Context: an optimization exercise on an open-source flow, tuned for small area, a short achievable clock period and few clock cycles. The choices shown serve that exercise and are no tape-out recipe. At most, simulation tests tie the RTL to the original design; equivalence was not proved. Only the layout flow was run in run 2; the RTL was not checked for function there. The flow treats the clock pin as an ideal source, which a real chip does not have. Power figures rest on the tool's default switching activity, not on a simulated workload.

==> config.mk <==
export PLATFORM = sky130hd
export DESIGN_NAME = top
export DESIGN_NICKNAME = top
export VERILOG_FILES = /design/flow/design.v
export SDC_FILE = /design/flow/constraint.sdc
export NUM_CORES = 4
export LEC_CHECK = 0
export CAP_MARGIN = 20
export CORE_MARGIN = 2
export CORE_UTILIZATION = 40
export SLEW_MARGIN = 20
==> constraint.sdc <==
create_clock -name core_clock -period 100.0 [get_ports {clk}]
set_input_delay 20.0000 -clock core_clock [delete_from_list [all_inputs] [get_ports {clk}]]
set_output_delay 20.0000 -clock core_clock [all_outputs]
set_load 0.01 [all_outputs]
==> flow/run.sh <==
#!/bin/bash
# The standard layout (the standard.sh) with these changes:
#  1. after the standard synthesis, flow/fa_polarity.py flips full-adder
#     cells (all inputs and outputs complemented, same function) to remove
#     inverters, and flow/remap.tcl re-maps the remaining combinational
#     logic for area with ABC's area mapper (flip-flops and full adders kept).
#     A netlist is used only if Yosys proves it equivalent to the standard
#     netlist (flow/equiv.ys); otherwise the previous one is kept;
#  2. plain buf_1 cells as the port buffers;
#  3. a one-level clock tree built by flow/clock_tree.tcl before CTS
#     (4 clkbuf_16, each driving a quarter of the flip-flops) instead of
#     TritonCTS's H-tree.
#  4. before CTS, drivers of nets with 12 or more loads get drive strength 4.
# Each tool's output goes to its own log file in this folder.
set -u
export FLOW_CLK_CELL=sky130_fd_sc_hd__clkbuf_16
RES=orfs/results/sky130hd/top/base
bash standard.sh synth > synth.log 2>&1 || exit 1
cp $RES/1_2_yosys.v 1_2_yosys.std.v
use=1_2_yosys.std.v
proven() {  # proven NETLIST LOG
  cp "$1" gate.v
  yosys -l "$2" -q flow/equiv.ys > /dev/null 2>&1 && grep -q "Equivalence successfully proven" "$2"
}
if python3 flow/fa_polarity.py --free-logic 1_2_yosys.std.v 1_2_yosys.fa.v > fa_polarity.log 2>&1 &&
   proven 1_2_yosys.fa.v equiv_fa.log; then
  use=1_2_yosys.fa.v
  if yosys -l remap.log -q -c flow/remap.tcl > /dev/null 2>&1 &&
     proven 1_2_yosys.remap.v equiv_remap.log; then
    use=1_2_yosys.remap.v
  fi
fi
echo "netlist used: $use" > netlist_used.log
if [ "$use" != 1_2_yosys.std.v ]; then
  cp $use $RES/1_2_yosys.v
  rm -f $RES/1_synth.odb $RES/1_synth.sdc
fi
bash standard.sh BUFFER_PORTS_ARGS="-buffer_cell sky130_fd_sc_hd__buf_1" \
  PRE_CTS_TCL="$PWD/flow/clock_tree.tcl" finish > standard.log 2>&1
==> flow/fa_polarity.py <==
#!/usr/bin/env python3
"""Remove inverters around full-adder cells in a flat gate-level netlist.

A full adder is self-dual: FA(~a,~b,~c) = (~sum, ~cout). Each fa cell may so
be "flipped" (all its inputs and outputs complemented) without changing the
circuit's function. This script chooses flips that minimise the number of
inverters needed and rewrites the netlist. Only inv_1/clkinv_1 cells whose
nets are internal are rebuilt; every other cell keeps its function.

With --free-logic, plain logic cells count as taking and giving either
polarity (the netlist is re-mapped afterwards), so only the polarities at
full adders, flip-flops, half adders and ports are costed.

usage: fa_polarity.py [--free-logic] IN.v OUT.v
"""
import re, sys, random

OUTPINS = {"X", "Y", "Q", "Q_N", "SUM", "COUT", "HI", "LO"}
INV = {"sky130_fd_sc_hd__inv_1", "sky130_fd_sc_hd__clkinv_1"}
FA = {"sky130_fd_sc_hd__fa_1", "sky130_fd_sc_hd__fa_2", "sky130_fd_sc_hd__fa_4"}

FREE = "--free-logic" in sys.argv
args = [a for a in sys.argv[1:] if not a.startswith("--")]
sys.argv = [sys.argv[0]] + args
src = open(sys.argv[1]).read()
inst_re = re.compile(r"^(\s*)(sky130_fd_sc_hd__\w+)\s+(\S+)\s*\((.*?)\);\n", re.S | re.M)
pin_re = re.compile(r"\.(\w+)\(\s*(.*?)\s*\)\s*(?:,|$)", re.S)

insts = []
for m in inst_re.finditer(src):
    pins = [(p, n.strip()) for p, n in pin_re.findall(m.group(4))]
    insts.append({"span": m.span(), "ind": m.group(1), "type": m.group(2),
                  "name": m.group(3), "pins": pins})

hdr = re.search(r"module\s+\w+\s*\((.*?)\);", src, re.S).group(1)
special = set()
for d in re.findall(r"^\s*(?:input|output|inout)\b([^;]*);", src, re.M):
    d = re.sub(r"\[[^\]]*\]", " ", d)
    for t in d.replace(",", " ").split():
        special.add(t)
assign_txt = " ".join(re.findall(r"^\s*assign\s+(.*?);", src, re.M | re.S))

def base(n):
    return re.sub(r"\s*\[\d+\]$", "", n.lstrip("\\").strip())

def is_special(n):
    b = base(n)
    return b in special or (n.strip() in assign_txt) or b in assign_txt

driver = {}
for i, c in enumerate(insts):
    for p, n in c["pins"]:
        if p in OUTPINS:
            driver[n] = (i, p)

# inverters we may rebuild
rebuild = set()
for i, c in enumerate(insts):
    if c["type"] in INV:
        d = dict(c["pins"])
        if not is_special(d["Y"]) and not is_special(d["A"]):
            rebuild.add(i)

def root(n):
    pol = 0
    seen = 0
    while n in driver and driver[n][0] in rebuild and seen < 100:
        i = driver[n][0]
        n = dict(insts[i]["pins"])["A"]
        pol ^= 1
        seen += 1
    return n, pol

fas = [i for i, c in enumerate(insts) if c["type"] in FA]
fa_index = {i: k for k, i in enumerate(fas)}

# consumers: (root, needed polarity, fa index or None)
cons = {}   # root -> list of (pol, fa or None)
free_cons = {}
for i, c in enumerate(insts):
    if i in rebuild:
        continue
    for p, n in c["pins"]:
        if p in OUTPINS:
            continue
        r, pol = root(n)
        t = c["type"]
        if FREE and i not in fa_index and not t.startswith("sky130_fd_sc_hd__df") and not t.startswith("sky130_fd_sc_hd__ha"):
            free_cons[(r, pol)] = True
            continue
        cons.setdefault(r, []).append((pol, fa_index.get(i)))
# nets referenced by ports / assigns with rebuilt-inverter drivers
for n in list(driver):
    if is_special(n) and driver[n][0] in rebuild:
        r, pol = root(n)
        cons.setdefault(r, []).append((pol, None))

# source of each root: fa output?
src_fa = {}
for i in fas:
    for p, n in insts[i]["pins"]:
        if p in ("SUM", "COUT"):
            src_fa[n] = fa_index[i]

def is_free_src(r):
    return FREE and r in driver and driver[r][0] not in rebuild and insts[driver[r][0]]["type"] not in FA \
        and not insts[driver[r][0]]["type"].startswith("sky130_fd_sc_hd__df") \
        and not insts[driver[r][0]]["type"].startswith("sky130_fd_sc_hd__ha") \
        and not insts[driver[r][0]]["type"].startswith("sky130_fd_sc_hd__conb")

def cost(flip):
    return local_cost(flip, cons.keys())

# roots touched by each fa
touch = {k: set() for k in range(len(fas))}
for r, lst in cons.items():
    for pol, f in lst:
        if f is not None:
            touch[f].add(r)
for r, f in src_fa.items():
    touch[f].add(r)

def local_cost(flip, roots):
    tot = 0
    for r in roots:
        lst = cons.get(r, [])
        sp = flip[src_fa[r]] if r in src_fa else 0
        if FREE:
            lst = [(pol, f) for pol, f in lst if f is not None or not free_cons.get((r, pol), False)]
            if is_free_src(r):
                need = set(pol ^ (flip[f] if f is not None else 0) for pol, f in lst)
                if len(need) > 1:
                    tot += 1
                continue
        if any((pol ^ (flip[f] if f is not None else 0)) != sp for pol, f in lst):
            tot += 1
    return tot

best = [0] * len(fas)
bestc = cost(best)
start_cost = bestc
rng = random.Random(1)
for restart in range(30):
    flip = best[:] if restart == 0 else [rng.randint(0, 1) for _ in fas]
    improved = True
    while improved:
        improved = False
        for k in range(len(fas)):
            before = local_cost(flip, touch[k])
            flip[k] ^= 1
            after = local_cost(flip, touch[k])
            if after < before:
                improved = True
            else:
                flip[k] ^= 1
    c = cost(flip)
    if c < bestc:
        best, bestc = flip, c
print(f"fa cells {len(fas)}, rebuildable inverters {len(rebuild)}, "
      f"inverters needed: before {start_cost}, after {bestc}", file=sys.stderr)

# rebuild netlist
flip = best
newwires = []
newinsts = []
cnt = [0]
def fmt(n):
    return n + " " if n.startswith("\\") else n

def fresh(prefix):
    cnt[0] += 1
    return f"{prefix}{cnt[0]}_"

pol_net = {}  # (root, pol) -> net name
for r in cons:
    sp = flip[src_fa[r]] if r in src_fa else 0
    pol_net[(r, sp)] = r if sp == 0 else None  # filled below for flipped fa
for r, f in src_fa.items():
    if flip[f]:
        n = fresh("fapn_")
        newwires.append(n)
        pol_net[(r, 1)] = n
        pol_net[(r, 0)] = None

def net_for(r, pol):
    k = (r, pol)
    if (r, 0) not in pol_net and (r, 1) not in pol_net:
        pol_net[(r, 0)] = r      # a root net carries its own (true) value
    if pol_net.get(k):
        return pol_net[k]
    other = pol_net.get((r, pol ^ 1))
    if other is None:
        other = r
        pol_net[(r, pol ^ 1)] = r
    if pol == 0 and r in src_fa and flip[src_fa[r]]:
        n = r   # keep the original name for the true polarity
    else:
        n = fresh("fapi_")
        newwires.append(n)
    newinsts.append(("sky130_fd_sc_hd__inv_1", fresh("fapinv_"), [("A", other), ("Y", n)]))
    pol_net[k] = n
    return n

out = []
last = 0
for i, c in enumerate(insts):
    s, e = c["span"]
    out.append(src[last:s])
    last = e
    if i in rebuild:
        d = dict(c["pins"])
        if is_special(d["Y"]):
            r, pol = root(d["Y"])
            out.append(f"{c['ind']}{c['type']} {c['name']} (\n    .A({fmt(net_for(r, pol ^ 1))}),\n    .Y({fmt(d['Y'])})\n  );\n")
            # note: keeps the port-facing inverter, input rebuilt
        continue
    f = fa_index.get(i)
    fl = flip[f] if f is not None else 0
    pins = []
    for p, n in c["pins"]:
        if p in OUTPINS:
            if fl and p in ("SUM", "COUT"):
                n = pol_net[(n, 1)]
            pins.append((p, n))
        else:
            r, pol = root(n)
            pins.append((p, net_for(r, pol ^ fl)))
    body = ",\n".join(f"    .{p}({fmt(n)})" for p, n in pins)
    out.append(f"{c['ind']}{c['type']} {c['name']} (\n{body}\n  );\n")
out.append(src[last:])
txt = "".join(out)
decl = "".join(f"  wire {w};\n" for w in newwires)
body = "".join(f"  {t} {nm} (\n" + ",\n".join(f"    .{p}({fmt(n)})" for p, n in pins) + "\n  );\n"
               for t, nm, pins in newinsts)
k = txt.rfind("endmodule")
txt = txt[:k] + decl + body + txt[k:]
open(sys.argv[2], "w").write(txt)
==> design.v <==
module radd #(parameter W = 8) (
    input  [W-1:0] a,
    input  [W-1:0] b,
    input          ci,
    output [W-1:0] s,
    output         co
);
wire [W:0] c;
assign c[0] = ci;
genvar i;
generate
    for (i = 0; i < W; i = i + 1) begin : bit_
        assign s[i]   = a[i] ^ b[i] ^ c[i];
        assign c[i+1] = (a[i] & b[i]) | (a[i] & c[i]) | (b[i] & c[i]);
    end
endgenerate
assign co = c[W];
endmodule
module sqrt(
    input  [8:0]  rd_in,     
    input  [1:0]  yb,        
    input  [8:0]  ndiv,      
    input         zero_q,    
    input  [12:0] nrs_in,    
    input  [11:0] f_in,      
    output [8:0]  rd_out,
    output [12:0] nrs_out,
    output        b          
);
wire [9:0] t1 = {rd_in, yb[1]};
wire [9:0] d1;
wire       q1;
radd #(10) s1(.a(t1), .b({1'b1, ndiv}), .ci(1'b1), .s(d1), .co(q1));
wire [8:0] r1 = q1 ? d1[8:0] : t1[8:0];
wire [9:0] t2 = {r1, yb[0]};
wire [9:0] d2;
wire       q2;
radd #(10) s2(.a(t2), .b({1'b1, ndiv}), .ci(1'b1), .s(d2), .co(q2));
assign rd_out = q2 ? d2[8:0] : t2[8:0];
wire [14:0] nts = {nrs_in, ~(q1 & ~zero_q), ~(q2 & ~zero_q)};
wire [14:0] nds;
wire        lt;
radd #(15) s3(.a(nts), .b({1'b0, f_in, 2'b01}), .ci(1'b0), .s(nds), .co(lt));
assign b = ~lt;
assign nrs_out = lt ? nts[12:0] : nds[12:0];
endmodule
module top(
    input clk,
    input rst,
    input [7:0] in_data,
    input in_valid,
    input storage_reset,
    output [11:0] out_data,
    output out_valid,
    output in_rdy,
    output [1:0] err_data,
    output err_valid
);
reg  [7:0]  xq;
reg         vq;
reg  [24:0] S;
reg  [8:0]  Nb;        
reg  [3:0]  st;         
reg         ov, rdy;
reg  [8:0]  Rd;
reg  [12:0] Rsb;       
reg  [11:0] F;
always @(posedge clk)
    xq <= in_data;
wire [24:0] Sn;
sqacc U1(.s(S), .x(vq ? xq : 8'd0), .sn(Sn));
wire [8:0]  Nbn = Nb - {8'd0, vq};
wire idle  = (st == 4'd0);
wire rnd   = (st == 4'd13);
wire start = idle & vq & ~in_valid;
wire [3:0] st_next = idle ? {3'd0, start} : (rnd ? 4'd0 : st + 4'd1);
always @(posedge clk or posedge rst) begin
    if (rst) begin
        vq  <= 1'b0;
        S   <= 25'd0;
        Nb  <= 9'h1ff;
        st  <= 4'd0;
        ov  <= 1'b0;
        rdy <= 1'b0;
    end else begin
        vq  <= in_valid;
        S   <= storage_reset ? 25'd0 : Sn;
        Nb  <= storage_reset ? 9'h1ff : Nbn;
        st  <= st_next;
        ov  <= rnd;
        rdy <= ~in_valid & (idle ? ~vq : rnd);    
    end
end
reg [1:0] yb;
always @(*) begin
    case (st)
        4'd1: yb = S[15:14];
        4'd2: yb = S[13:12];
        4'd3: yb = S[11:10];
        4'd4: yb = S[9:8];
        4'd5: yb = S[7:6];
        4'd6: yb = S[5:4];
        4'd7: yb = S[3:2];
        4'd8: yb = S[1:0];
        default: yb = 2'b00;
    endcase
end
wire [8:0]  rd_out;
wire [12:0] nrs_out;
wire        b;
sqrt U0(
    .rd_in  (Rd),
    .yb     (yb),
    .ndiv   (Nb),
    .zero_q (rnd),
    .nrs_in (Rsb),
    .f_in   (F),
    .rd_out (rd_out),
    .nrs_out(nrs_out),
    .b      (b)
);
always @(posedge clk) begin
    Rd <= idle ? Sn[24:16] : rd_out;
    Rsb <= idle ? 13'h1fff : nrs_out;
    F  <= idle ? 12'd0 : (rnd ? F + {11'd0, b} : {F[10:0], b});
end
assign out_data  = F;
assign out_valid = ov;
assign in_rdy    = rdy;
assign err_data  = 2'b00;
assign err_valid = 1'b0;
endmodule
module sqacc(input [24:0] s, input [7:0] x, output [24:0] sn);
wire p1 = x[0] & x[1];
wire p2 = x[0] & x[2];
wire p3 = x[0] & x[3];
wire p4 = x[0] & x[4];
wire p5 = x[0] & x[5];
wire p6 = x[0] & x[6];
wire p7 = x[0] & x[7];
wire p8 = x[1] & x[2];
wire p9 = x[1] & x[3];
wire p10 = x[1] & x[4];
wire p11 = x[1] & x[5];
wire p12 = x[1] & x[6];
wire p13 = x[1] & x[7];
wire p14 = x[2] & x[3];
wire p15 = x[2] & x[4];
wire p16 = x[2] & x[5];
wire p17 = x[2] & x[6];
wire p18 = x[2] & x[7];
wire p19 = x[3] & x[4];
wire p20 = x[3] & x[5];
wire p21 = x[3] & x[6];
wire p22 = x[3] & x[7];
wire p23 = x[4] & x[5];
wire p24 = x[4] & x[6];
wire p25 = x[4] & x[7];
wire p26 = x[5] & x[6];
wire p27 = x[5] & x[7];
wire p28 = x[6] & x[7];
wire s29 = s[0] ^ x[0];
wire c30 = s[0] & x[0];
wire s31 = s[1] ^ c30;
wire c32 = s[1] & c30;
wire s33 = s[2] ^ x[1] ^ p1;
wire c34 = (s[2] & x[1]) | (s[2] & p1) | (x[1] & p1);
wire s35 = c32 ^ s33;
wire c36 = c32 & s33;
wire s37 = s[3] ^ p2 ^ c34;
wire c38 = (s[3] & p2) | (s[3] & c34) | (p2 & c34);
wire s39 = c36 ^ s37;
wire c40 = c36 & s37;
wire s41 = s[4] ^ x[2] ^ p3;
wire c42 = (s[4] & x[2]) | (s[4] & p3) | (x[2] & p3);
wire s43 = p8 ^ s41 ^ c38;
wire c44 = (p8 & s41) | (p8 & c38) | (s41 & c38);
wire s45 = c40 ^ s43;
wire c46 = c40 & s43;
wire s47 = s[5] ^ p4 ^ p9;
wire c48 = (s[5] & p4) | (s[5] & p9) | (p4 & p9);
wire s49 = c42 ^ s47 ^ c44;
wire c50 = (c42 & s47) | (c42 & c44) | (s47 & c44);
wire s51 = c46 ^ s49;
wire c52 = c46 & s49;
wire s53 = s[6] ^ x[3] ^ p5;
wire c54 = (s[6] & x[3]) | (s[6] & p5) | (x[3] & p5);
wire s55 = p10 ^ p14 ^ c48;
wire c56 = (p10 & p14) | (p10 & c48) | (p14 & c48);
wire s57 = s53 ^ s55 ^ c50;
wire c58 = (s53 & s55) | (s53 & c50) | (s55 & c50);
wire s59 = c52 ^ s57;
wire c60 = c52 & s57;
wire s61 = s[7] ^ p6 ^ p11;
wire c62 = (s[7] & p6) | (s[7] & p11) | (p6 & p11);
wire s63 = p15 ^ c54 ^ s61;
wire c64 = (p15 & c54) | (p15 & s61) | (c54 & s61);
wire s65 = c56 ^ s63 ^ c58;
wire c66 = (c56 & s63) | (c56 & c58) | (s63 & c58);
wire s67 = c60 ^ s65;
wire c68 = c60 & s65;
wire s69 = s[8] ^ x[4] ^ p7;
wire c70 = (s[8] & x[4]) | (s[8] & p7) | (x[4] & p7);
wire s71 = p12 ^ p16 ^ p19;
wire c72 = (p12 & p16) | (p12 & p19) | (p16 & p19);
wire s73 = c62 ^ s69 ^ s71;
wire c74 = (c62 & s69) | (c62 & s71) | (s69 & s71);
wire s75 = c64 ^ s73 ^ c66;
wire c76 = (c64 & s73) | (c64 & c66) | (s73 & c66);
wire s77 = c68 ^ s75;
wire c78 = c68 & s75;
wire s79 = s[9] ^ p13 ^ p17;
wire c80 = (s[9] & p13) | (s[9] & p17) | (p13 & p17);
wire s81 = p20 ^ c70 ^ c72;
wire c82 = (p20 & c70) | (p20 & c72) | (c70 & c72);
wire s83 = s79 ^ c74 ^ s81;
wire c84 = (s79 & c74) | (s79 & s81) | (c74 & s81);
wire s85 = s83 ^ c76 ^ c78;
wire c86 = (s83 & c76) | (s83 & c78) | (c76 & c78);
wire s87 = s[10] ^ x[5] ^ p18;
wire c88 = (s[10] & x[5]) | (s[10] & p18) | (x[5] & p18);
wire s89 = p21 ^ p23 ^ c80;
wire c90 = (p21 & p23) | (p21 & c80) | (p23 & c80);
wire s91 = s87 ^ c82 ^ s89;
wire c92 = (s87 & c82) | (s87 & s89) | (c82 & s89);
wire s93 = c84 ^ s91 ^ c86;
wire c94 = (c84 & s91) | (c84 & c86) | (s91 & c86);
wire s95 = s[11] ^ p22 ^ p24;
wire c96 = (s[11] & p22) | (s[11] & p24) | (p22 & p24);
wire s97 = c88 ^ s95 ^ c90;
wire c98 = (c88 & s95) | (c88 & c90) | (s95 & c90);
wire s99 = c92 ^ s97 ^ c94;
wire c100 = (c92 & s97) | (c92 & c94) | (s97 & c94);
wire s101 = s[12] ^ x[6] ^ p25;
wire c102 = (s[12] & x[6]) | (s[12] & p25) | (x[6] & p25);
wire s103 = p26 ^ c96 ^ s101;
wire c104 = (p26 & c96) | (p26 & s101) | (c96 & s101);
wire s105 = s103 ^ c98 ^ c100;
wire c106 = (s103 & c98) | (s103 & c100) | (c98 & c100);
wire s107 = s[13] ^ p27 ^ c102;
wire c108 = (s[13] & p27) | (s[13] & c102) | (p27 & c102);
wire s109 = c104 ^ s107 ^ c106;
wire c110 = (c104 & s107) | (c104 & c106) | (s107 & c106);
wire s111 = s[14] ^ x[7] ^ p28;
wire c112 = (s[14] & x[7]) | (s[14] & p28) | (x[7] & p28);
wire s113 = s111 ^ c108 ^ c110;
wire c114 = (s111 & c108) | (s111 & c110) | (c108 & c110);
wire s115 = s[15] ^ c112 ^ c114;
wire c116 = (s[15] & c112) | (s[15] & c114) | (c112 & c114);
wire s117 = s[16] ^ c116;
wire c118 = s[16] & c116;
wire s119 = s[17] ^ c118;
wire c120 = s[17] & c118;
wire s121 = s[18] ^ c120;
wire c122 = s[18] & c120;
wire s123 = s[19] ^ c122;
wire c124 = s[19] & c122;
wire s125 = s[20] ^ c124;
wire c126 = s[20] & c124;
wire s127 = s[21] ^ c126;
wire c128 = s[21] & c126;
wire s129 = s[22] ^ c128;
wire c130 = s[22] & c128;
wire s131 = s[23] ^ c130;
wire c132 = s[23] & c130;
wire s133 = s[24] ^ c132;
wire c134 = s[24] & c132;
assign sn[0] = s29;
assign sn[1] = s31;
assign sn[2] = s35;
assign sn[3] = s39;
assign sn[4] = s45;
assign sn[5] = s51;
assign sn[6] = s59;
assign sn[7] = s67;
assign sn[8] = s77;
assign sn[9] = s85;
assign sn[10] = s93;
assign sn[11] = s99;
assign sn[12] = s105;
assign sn[13] = s109;
assign sn[14] = s113;
assign sn[15] = s115;
assign sn[16] = s117;
assign sn[17] = s119;
assign sn[18] = s121;
assign sn[19] = s123;
assign sn[20] = s125;
assign sn[21] = s127;
assign sn[22] = s129;
assign sn[23] = s131;
assign sn[24] = s133;
endmodule
==> standard.sh <==
#!/bin/bash
# synth_recipe.tcl (not shown) runs the flow's synth.tcl, then flattens the netlist and writes it again
# the make line also repeats each setting of config.mk as NAME=value (left out here)
make -C /OpenROAD-flow-scripts/flow DESIGN_CONFIG=/design/flow/config.mk WORK_HOME=/design/flow/orfs CLKGATE_MAP_FILE= SYNTH_SCRIPT=/design/flow/synth_recipe.tcl "${@:-finish}"
==> flow/remap.tcl <==
# Yosys: re-map the combinational logic of the (full-adder polarity) netlist
# 1_2_yosys.fa.v for area with ABC's area mapper. Flip-flops and full adders
# stay as they are (same instances and names); every other cell is
# expanded to its function and mapped again. Writes 1_2_yosys.remap.v.
set lib $::env(FLOW_HOME)/platforms/sky130hd/lib/sky130_fd_sc_hd__tt_025C_1v80.lib
set dont_use {}
set f [open $lib r]
set txt [read $f]
close $f
foreach {m c} [regexp -all -inline {cell\s*\(\s*"?(sky130_fd_sc_hd__\w+)"?\s*\)} $txt] {
  if {[string match *lpflow* $c] || [string match *probe* $c] ||
      [string match sky130_fd_sc_hd__clk* $c] || [string match sky130_fd_sc_hd__dly* $c]} {
    lappend dont_use -dont_use $c
  }
}
yosys read_liberty -ignore_miss_func $lib
yosys read_verilog 1_2_yosys.fa.v
yosys hierarchy -top top
yosys setattr -mod -set keep_hierarchy 1 sky130_fd_sc_hd__fa_1 sky130_fd_sc_hd__df*
yosys flatten
yosys rename -hide w:*.*
yosys opt_clean -purge
yosys abc -liberty $lib {*}$dont_use -script "+strash;dc2;dch,-f;amap;topo"
yosys opt_clean -purge
yosys hilomap -hicell sky130_fd_sc_hd__conb_1 HI -locell sky130_fd_sc_hd__conb_1 LO
yosys splitnets
yosys opt_clean -purge
yosys stat -liberty $lib
yosys select top
yosys write_verilog -noattr -noexpr -nohex -nodec -selected 1_2_yosys.remap.v
==> flow/clock_tree.tcl <==
# PRE_CTS hook.
# 1. Nets with many loads get a stronger driver: a cell with drive strength
#    0, 1 or 2 that drives 12 or more pins is swapped for the same function
#    with drive strength 4 (clock nets and flip-flops left alone).
# 2. A one-level clock tree: the clock port drives four clock buffers; each
#    drives one quarter of the flip-flops (split at the median x, then each
#    half at its median y), placed at the quarter's centre. TritonCTS then
#    finds the clock net already buffered and leaves it alone.
proc my_size_fanout_drivers {min_loads} {
  set block [ord::get_db_block]
  foreach net [$block getNets] {
    if {[$net getSigType] ne "SIGNAL"} continue
    set loads 0
    set drv ""
    foreach it [$net getITerms] {
      if {[$it isOutputSignal]} { set drv $it } else { incr loads }
    }
    if {$drv eq "" || $loads < $min_loads} continue
    set inst [$drv getInst]
    set m [[$inst getMaster] getName]
    if {[string match "sky130_fd_sc_hd__df*" $m] || [string match "sky130_fd_sc_hd__clk*" $m]} continue
    if {[regexp {^(sky130_fd_sc_hd__\w+)_[012]$} $m -> base]} {
      if {[get_lib_cells -quiet ${base}_4] ne ""} {
        replace_cell [$inst getName] ${base}_4
        puts "sized [$inst getName] $m -> ${base}_4 ($loads loads)"
      }
    }
  }
}
my_size_fanout_drivers 12
proc my_clock_tree {cell} {
  set block [ord::get_db_block]
  set net [$block findNet clk]
  set pts {}
  foreach it [$net getITerms] {
    set b [[$it getInst] getBBox]
    lappend pts [list $it [expr {([$b xMin]+[$b xMax])/2.0}] [expr {([$b yMin]+[$b yMax])/2.0}]]
  }
  set pts [lsort -real -index 1 $pts]
  set h [expr {[llength $pts] / 2}]
  set groups {}
  foreach half [list [lrange $pts 0 [expr {$h - 1}]] [lrange $pts $h end]] {
    set half [lsort -real -index 2 $half]
    set q [expr {[llength $half] / 2}]
    lappend groups [lrange $half 0 [expr {$q - 1}]] [lrange $half $q end]
  }
  set dbu [$block getDbUnitsPerMicron]
  set k 0
  foreach g $groups {
    set pins {}
    set sx 0; set sy 0
    foreach p $g {
      set it [lindex $p 0]
      lappend pins [get_pins "[[$it getInst] getName]/[[$it getMTerm] getName]"]
      set sx [expr {$sx + [lindex $p 1]}]; set sy [expr {$sy + [lindex $p 2]}]
    }
    set n [llength $g]
    insert_buffer -buffer_cell $cell -net clk -load_pins $pins \
      -location [list [expr {$sx / $n / $dbu}] [expr {$sy / $n / $dbu}]]
    puts "clock buffer $k: $n flip-flops"
    incr k
  }
}
my_clock_tree $::env(FLOW_CLK_CELL)
==> flow/equiv.ys <==
# Prove the netlist in gate.v equivalent to the standard netlist 1_2_yosys.std.v
# (registers paired by name).
read_liberty -ignore_miss_func /OpenROAD-flow-scripts/flow/platforms/sky130hd/lib/sky130_fd_sc_hd__tt_025C_1v80.lib
read_verilog 1_2_yosys.std.v
rename top gold
read_verilog gate.v
rename top gate
hierarchy -check
check -assert gate
flatten
async2sync
setundef -undriven -anyseq
rename -hide w:*.*
opt_clean -purge
equiv_make gold gate eq
hierarchy -top eq
equiv_simple -seq 2
equiv_induct
equiv_status -assert
==> results.json, run 1 <==
{
  "synth_area_sq_um": 4650,
  "place_congestion": 0.815,
  "antenna_found_initial": 0,
  "final-setup-viol-count": 0,
  "floorplan.io_pins": 29,
  "max_freq_ghz": 0.0482,
  "most-common-layout-cells": "nor2_1, fa_1, inv_1",
  "mostFrequentLayoutCell": "nor2_1",
  "post-cts-setup-buffer-count": 0,
  "register_cell_area_after_layout_sq_um": 1880,
  "firstDrtPassIters": 4,
  "cp-start-kind": "flop",
  "first_global_vias": 3534,
  "endpoint_arrival_time_on_the_critical_path_ns": 0.76,
  "diodes": 0,
  "post_drt_wl_per_cell_microns": 15.1,
  "kind_of_cell_with_the_highest_combined_delay_on_the_critical_path": "flip-flops",
  "hold_fix_buffers_at_cts": 0,
  "io_buffers": 25,
  "post_cts_resized": 0,
  "vias_per_std_cell": 5.26,
  "drt-total-wl_microns": 9710,
  "detail_route.drc_violations": 0,
  "power_per_cell_area_nw_per_um2": 27.7,
  "synth_fp_nets": 541,
  "design.die.area_sq_um": 12500,
  "post-dp-hpwl_microns": 7370,
  "initial_utilization": 0.409,
  "clkLatencyLatePin_ns": 0.16,
  "grt_util_all_layers": 0.164,
  "cell_row_count": 39,
  "drive_above_1_share": 0.0398,
  "grt_first_pass_wirelength_microns": 17000,
  "multi_input_area_sq_um": 2580,
  "largest_stage_delay_on_the_critical_path_ns": 0.43,
  "layout-area-overhead-vs-synth_pct": 9.04,
  "total_leakage_power_nw": 2.26,
  "setup_ws_ns": 79.24,
  "timing_worst_setup_path_type": "flop to primary output",
  "worst-path-buf-inv": 1,
  "timing.final.max_slew_violations": 0,
  "detailedRoute.firstIterationViolations": 237,
  "timing_hold_violations_final": 0,
  "pre_cts_slack_ns": 79.22,
  "cpMaxStageDelayCell": "dfxtp_1",
  "crit_path_cell_trace": "buf_1",
  "final_antenna_net_count": 0,
  "cp_data_required_time_ns": 80.00,
  "die_x_microns": 112,
  "synth_warnings": 1,
  "final_skew_ns": 0.0115,
  "die_y_microns": 112,
  "worst_setup_path_end_kind": "primary output",
  "coreArea_sq_um": 11400,
  "timing.hold.worst.class": "flop to flop",
  "slew-limit-headroom": 0.497,
  "finalNetCount": 576,
  "vias": 3392,
  "total_negative_setup_slacks_ns": 0,
  "grt.overflow.total": 0,
  "path_clk_slew_ns": 0.09,
  "layout_worst_path_cycle_share": 0.208,
  "status": "finished clean",
  "drv.max_cap_violation_count": 0,
  "netlist_instances": 469,
  "ir_drop_uv": 19.5,
  "grt_max_degree": 42,
  "worstMarginPinSlew_ns": 0.751,
  "timing.final.crit_period_ns": 20.76,
  "worst-path-max-fanout": 5,
  "avgSynthCellArea_sq_um": 9.91,
  "fill_cell_instance_count_of_the_final_layout": 1134,
  "rsz0062_at_grt": "false"
}
-- flip-flops by register name, indices dropped and copies added (netlist names) --
register,flops
S,25
Rsb,13
F,12
Nb,9
Rd,9
xq,8
st,4
ov,1
rdy,1
vq,1
-- per-layer routing --
layer / global-route usage / vias to the layer above / routed length, microns / part of all wire
met1: 0.234 / 1695 / 4500 / 0.46
li1: - / 1637 / - / -
met5: 0 / - / 0 / 0
met2: 0.286 / 54 / 4800 / 0.49
met3: 0.0142 / 6 / 328 / 0.034
met4: 0.0148 / 0 / 83 / 0.0085
-- final cells by class, clock buffers not listed --
cell class | count | area share
Tap cell | 143 | 0.0353
Timing Repair Buffer | 29 | 0.0244
Multi-Input combinational cell | 332 | 0.509
Sequential cell | 83 | 0.371
Inverter | 54 | 0.0410
-- power by group --
group	internal, W	leakage, nW	switching, W
logic	0.0000315	1.34	0.0000391
registers	0.0000446	0.871	0.00000920
clock network	0.00000730	0.0493	0.00000875
-- metrics by stage --
| stage | power [W] | area [sq um] | cells | utilization | hold slack (ns) |
|---|---|---|---|---|---|
| finish | 0.000140 | 5070 | 645 | 0.446 | 0.485 |
| global route | 0.000156 | 5070 | 645 | 0.446 | 0.526 |
| CTS | 0.000139 | 5070 | 645 | 0.446 | 0.476 |
| detailed placement | 0.000125 | 4950 | 641 | 0.435 | 0.476 |
| global placement | 0.000122 | 4950 | 641 | 0.435 | 0.471 |
| floorplan | 0.000107 | 4650 | 469 | - | 0.446 |
-- worst paths after layout --
kind | from | end | slack (ns) | cells after the start
worst max-delay path | F[6]$_SDFF_PP0_ | out_data[6] | 79.24 | 1
worst min-delay path | st[0]$_DFF_PP0_ | st[0]$_DFF_PP0_ | 0.48 | 1
worst max register to register | st[1]$_DFF_PP0_ | F[11]$_SDFF_PP0_ | 83.39 | 57
worst min register to register | st[0]$_DFF_PP0_ | st[0]$_DFF_PP0_ | 0.48 | 1
max in group asynchronous | rst | Nb[8]$_DFF_PP1_ | 79.69 | 3
min in group asynchronous | rst | S[21]$_DFF_PP0_ | 19.92 | 3
Testbench counts, summed over its fixed seeds: cycles 9,702.
==> run 2: changes to the inputs <==
--- a/design.v
+++ b/design.v
@@ -78,6 +78,4 @@
     if (rst) begin
         vq  <= 1'b0;
-        S   <= 25'd0;
-        Nb  <= 9'h1ff;
         st  <= 4'd0;
         ov  <= 1'b0;
@@ -85,10 +83,12 @@
     end else begin
         vq  <= in_valid;
-        S   <= storage_reset ? 25'd0 : Sn;
-        Nb  <= storage_reset ? 9'h1ff : Nbn;
         st  <= st_next;
         ov  <= rnd;
         rdy <= ~in_valid & (idle ? ~vq : rnd);    
     end
+end
+always @(posedge clk) begin
+    S <= (rst | storage_reset) ? 25'd0 : Sn;
+    Nb <= (rst | storage_reset) ? 9'h1ff : Nbn;
 end
 reg [1:0] yb;
==> results.json, run 2 <==
{
  "post-cts-setup-buffer-count": 0,
  "largest_register": "S",
  "critical_path.reg2reg.endpoint": "F[11]$_SDFF_PP0_",
  "floorplan.io_pins": 29,
  "synth_area_sq_um": 4450,
  "largest_register_ffs": 25,
  "first_global_vias": 3391,
  "detailedRoute.firstIterationViolations": 175,
  "path_clk_slew_ns": 0.08,
  "r2r-start": "st[0]$_DFF_PP0_",
  "hold-path-cell-count": 1,
  "finalNetCount": 567,
  "diodes": 0,
  "design.die.area_sq_um": 12000,
  "slew-limit-headroom": 0.516,
  "cpMaxStageDelayCell": "nor2_1",
  "firstDrtPassIters": 5,
  "r2r_slack_ns": 83.99,
  "grt_first_pass_wirelength_microns": 15000,
  "p_sw_w": 0.0000499,
  "netlist_instances": 462,
  "final_util": 0.450,
  "hold_path_end": "S[1]$_SDFF_PP0_",
  "final-setup-viol-count": 0,
  "most-common-layout-cells": "nor2_1, dfxtp_1, fa_1",
  "synth_fp_nets": 534,
  "timing.final.crit_period_ns": 21.19,
  "antenna_found_initial": 0,
  "kind_of_cell_with_the_highest_combined_delay_on_the_critical_path": "simple AND/OR/NAND/NOR gates",
  "critical_path_cell_count": 4,
  "instances_no_fill": 633,
  "dp_cells": 629,
  "total_leakage_power_nw": 2.07,
  "timing_worst_setup_path_type": "input pin to flop",
  "drv.max_cap_violation_count": 0,
  "synth_warnings": 1,
  "drt-total-wl_microns": 8710,
  "vias_per_std_cell": 5.18,
  "worst-path-max-fanout": 27,
  "post-dp-hpwl_microns": 6800,
  "clkLatencyLatePin_ns": 0.15,
  "endpoint_arrival_time_on_the_critical_path_ns": 21.24,
  "min_from": "S[1]$_SDFF_PP0_",
  "worst_setup_path_end_kind": "flop",
  "grt_util_all_layers": 0.153,
  "register_cell_area_after_layout_sq_um": 1700,
  "post_cts_resized": 0,
  "post_drt_wl_per_cell_microns": 13.8,
  "die_x_microns": 109,
  "switching_share": 0.394,
  "largest_stage_delay_on_the_critical_path_ns": 0.56,
  "status": "finished clean",
  "vias": 3277,
  "mostFrequentLayoutCell": "nor2_1",
  "hold_fix_buffers_at_cts": 0,
  "avgSynthCellArea_sq_um": 9.63,
  "multi_input_area_sq_um": 2580,
  "grt_max_degree": 28,
  "internal-power_w": 0.0000767,
  "initial_utilization": 0.411,
  "drive_above_1_share": 0.0243,
  "final_antenna_net_count": 0,
  "layout-area-overhead-vs-synth_pct": 9.56,
  "p_clk_frac": 0.125,
  "ir_drop_uv": 16.1,
  "crit_path_cell_trace": "buf_1 -> nor2_1 -> inv_4 -> a211o_1",
  "grt.overflow.total": 0,
  "final_skew_ns": 0.00708,
  "fill_cell_instance_count_of_the_final_layout": 1039,
  "cp_data_required_time_ns": 100.05,
  "power_per_cell_area_nw_per_um2": 26.0,
  "die_y_microns": 109,
  "timing_hold_violations_final": 0,
  "layout_worst_path_cycle_share": 0.212,
  "timing.final.max_slew_violations": 0,
  "timing.hold.worst.class": "flop to flop",
  "worst-path-buf-inv": 2,
  "comb_power_share": 0.468,
  "io_buffers": 25,
  "portion_of_total_power_attributed_to_sequential_cells": 0.407,
  "rsz0062_at_grt": "false",
  "cell_row_count": 38,
  "largest_registers": "S x25, Rsb x13, F x12",
  "detail_route.drc_violations": 0,
  "coreArea_sq_um": 10800,
  "cp-start-kind": "input pin",
  "place_congestion": 0.823,
  "ff2ff_path_depth": 59,
  "worstMarginPinSlew_ns": 0.723,
  "total_negative_setup_slacks_ns": 0,
  "max_freq_ghz": 0.0472
}
run 2: cell type report, clock buffers not listed:
class,count,share of cell area
Sequential cell,83,0.348
Inverter,54,0.0431
Timing Repair Buffer,27,0.0223
Tap cell,140,0.0359
Multi-Input combinational cell,325,0.530
run 2: worst max-delay path by stage:
stage,from,endpoint,slack (ns)
2_1_floorplan,storage_reset,Nb[2]$_SDFF_PP1_,78.91
3_3_place_gp,storage_reset,Nb[2]$_SDFF_PP1_,78.40
3_5_place_dp,storage_reset,Nb[6]$_SDFF_PP1_,78.31
4_1_cts,storage_reset,Nb[6]$_SDFF_PP1_,78.63
5_1_grt,storage_reset,Nb[4]$_SDFF_PP1_,78.68
6_report,storage_reset,Nb[6]$_SDFF_PP1_,78.81
run 2: power by group through the flow:
| stage | clock network (W) | registers, W | logic (W) |
|---|---|---|---|
| 2_1_floorplan | 0 | 0.0000512 | 0.0000441 |
| 3_3_place_gp | 0 | 0.0000518 | 0.0000568 |
| 3_5_place_dp | 0 | 0.0000521 | 0.0000581 |
| 4_1_cts | 0.0000122 | 0.0000524 | 0.0000602 |
| 5_1_grt | 0.0000175 | 0.0000532 | 0.0000694 |
| 6_report | 0.0000158 | 0.0000515 | 0.0000593 |
run 2: through the flow:
| stage | area, sq um | hold WS (ns) | worst slack [ns] | total power (W) |
|---|---|---|---|---|
| 3_3_place_gp | 4730 | 0.462 | 78.40 | 0.000109 |
| 3_5_place_dp | 4730 | 0.465 | 78.31 | 0.000110 |
| 5_1_grt | 4880 | 0.529 | 78.68 | 0.000140 |
| 6_report | 4880 | 0.480 | 78.81 | 0.000127 |
| 4_1_cts | 4880 | 0.475 | 78.63 | 0.000125 |
| 2_1_floorplan | 4450 | 0.443 | 78.91 | 0.0000953 |
run 2: metal layers:
metal / part of all wire / routed length [microns] / GRT usage
met5: 0 / 0 / 0
met3: 0.033 / 289 / 0.0154
met4: 0.0079 / 69 / 0.0108
met1: 0.47 / 4130 / 0.203
met2: 0.48 / 4220 / 0.284

-- static timing again, ports no longer ideal --
No port has a modelled driver above. Below, the same layouts with a new extraction and two added sets of constraints. Step 1, drivers: a clkbuf_16 drives clk and a buf_2 each remaining input, both assumed. Step 2 adds t to the input delays and takes it off the output delays; t is the mean of the earliest and latest rising clock arrival at the registers after step 1. Input paths then give back, and output paths get back, about the clock's delay inside the block. a / b / c = no drivers / after step 1 / after step 2; a / b = the first two.
run | shift t [ns] | setup slack, ns | hold WS [ns] | worst register clock-pin slew, ns | pins driven straight from the clock port
run 1 | 0.230 | 79.242 / 79.162 / 79.261 | 0.485 / 0.485 / 0.485 | 0.09 / 0.09 | 4
run 2 | 0.231 | 78.805 / 78.864 / 78.633 | 0.480 / 0.480 / 0.480 | 0.09 / 0.09 | 4
After both steps every run listed still meets setup and hold. The setup slack of run 2, which loses most, moves by +0.059 ns with the drivers and by -0.172 ns with both steps.
